This is an optimization exercise on Yosys and OpenROAD, whose aim is small area, not a production implementation.
The RTL was checked by simulation tests, not by an equivalence proof against the original design.
The flow treats the clock pin as an ideal source. Dropping or thinning the clock tree relies on that and would not hold on a real chip.
No activity file was given, so power comes from the tool's default toggle rates.

Setup of willow:
Design ddr_ctrl, start of the top module:
module ddr_ctrl(
    input                       clk                     ,
    input                       rst                     ,
    input                       init_calib_complete     ,
    input       [63:0]          app_rd_data             ,
    input                       app_rd_data_end         ,
    input                       app_rd_data_valid       ,
    input                       app_rdy                 ,
    input                       app_wdf_rdy             ,
    output  wire[31:0]          app_addr                ,
    output  wire[2:0]           app_cmd                 ,
    output  reg                 app_en                  ,
    output  wire[63:0]          app_wdf_data            ,
    output  wire[31:0]          app_wdf_mask            ,
    output  wire                app_wdf_end             ,
    output  wire                app_wdf_wren            ,
    output  reg                 ddrdata_test_err
  );
Size: roughly 260 cells after synthesis, roughly 20 flip-flops.
clock: 5.0 ns
lec_check: 0
cap_margin: 20
core_margin: 2
core_utilization: 40
slew_margin: 20
standard.sh (not shown) runs the stock make flow with config.mk's settings and CLKGATE_MAP_FILE= SYNTH_SCRIPT=/design/flow/synth_recipe.tcl, a recipe that flattens the netlist after the stock synthesis.
==> flow/flow/run.sh <==
#!/bin/bash
# The standard ORFS layout (standard.sh's make command) with these changes:
#  - synthesis maps logic with an area-oriented abc script (flow/synth.tcl),
#    and leaves adders to abc instead of mapping them to half-adder cells first;
#  - port buffers are the smallest buffer, buf_1;
#  - the constant outputs share one tie cell instead of one tie cell each;
#  - clock tree synthesis uses clkbuf_2/clkbuf_4 and adds no dummy loads, and its
#    tree is then rebuilt as 2 equal clkbuf_4 leaf buffers that the clock port
#    drives directly, each driving an equal share of the registers (flow/post_cts.tcl).
# ORFS writes each step's full log under orfs/logs; make's output goes to standard.log.
set -euo pipefail
here=$(pwd)
export MY_ABC_SCRIPT="$here/flow/abc_area.script"
export ADDER_MAP_FILE=
export BUFFER_PORTS_ARGS="-buffer_cell sky130_fd_sc_hd__buf_1"
export SKIP_REPAIR_TIE_FANOUT=1
export POST_CTS_TCL="$here/flow/post_cts.tcl"
export CTS_ARGS="-sink_clustering_enable -repair_clock_nets -dont_use_dummy_load -buf_list {sky130_fd_sc_hd__clkbuf_2 sky130_fd_sc_hd__clkbuf_4}"
sed "s#SYNTH_SCRIPT=[^ ]*#SYNTH_SCRIPT=$here/flow/synth.tcl#" standard.sh > my_standard.sh
grep -q "SYNTH_SCRIPT=$here/flow/synth.tcl" my_standard.sh
bash my_standard.sh > standard.log 2>&1
==> flow/flow/post_cts.tcl <==
# Run by ORFS's CTS step after its own clock tree synthesis (POST_CTS_TCL):
# rebuild the clock tree as 2 equal leaf buffers driven by the clock port.
source [file join [file dirname [info script]] clock_tree.tcl]
my_clock_tree 2 sky130_fd_sc_hd__clkbuf_4
detailed_placement
check_placement -verbose
estimate_parasitics -placement
Other scripts of this flow, unchanged in this note and not shown: flow/flow/abc_area.script, flow/flow/clock_tree.tcl, flow/flow/synth.tcl
Relative to willow, the following input files were edited for sierra:
--- a/flow/flow/run.sh
+++ b/flow/flow/run.sh
@@ -6,5 +6,5 @@
 #  - the constant outputs share one tie cell instead of one tie cell each;
 #  - clock tree synthesis uses clkbuf_2/clkbuf_4 and adds no dummy loads, and its
-#    tree is then rebuilt as 2 equal clkbuf_4 leaf buffers that the clock port
+#    tree is then rebuilt as 3 equal clkbuf_4 leaf buffers that the clock port
 #    drives directly, each driving an equal share of the registers (flow/post_cts.tcl).
 # ORFS writes each step's full log under orfs/logs; make's output goes to standard.log.
==> flow/flow/post_cts.tcl <==
# Run by ORFS's CTS step after its own clock tree synthesis (POST_CTS_TCL):
# rebuild the clock tree as 3 equal leaf buffers driven by the clock port.
source [file join [file dirname [info script]] clock_tree.tcl]
my_clock_tree 3 sky130_fd_sc_hd__clkbuf_4
detailed_placement
check_placement -verbose
estimate_parasitics -placement
==> comparison <==
Full die area: sierra vs willow identical. The via count of the first global-routing pass was comparable across willow and sierra. sierra vs willow, final area went up by about 0.5%. No run among willow and sierra stopped early or left any final violation; all are clean. Higher minimum clock period was reported by willow, not sierra. In the reports for willow and sierra, the smaller cell area power density belongs to willow.
In every run of this note, the design's own scripts or RTL, not TritonCTS, make the clock network.

-- re-timing with driven ports --
No port has a modelled driver above. Below, the same layouts with a new extraction and two added sets of constraints. Step 1: set_driving_cell puts a clkbuf_16 on clk and a buf_2 on each other input, an assumption about the parent block. Step 2 times the ports against the registers' clock, not the clock port: input delays grow and output delays shrink by t, the midpoint of the rising clock arrivals with the driver on. Three values: no drivers, after step 1, after step 2; two values: the first two.
run	t, ns	slack for setup (ns)	worst register clock-pin slew, ns
willow	0.194	2.191 / 2.163 / 2.357	0.11 / 0.11
sierra	0.183	2.221 / 2.185 / 2.364	0.09 / 0.09
After both steps every run listed still meets setup and hold.
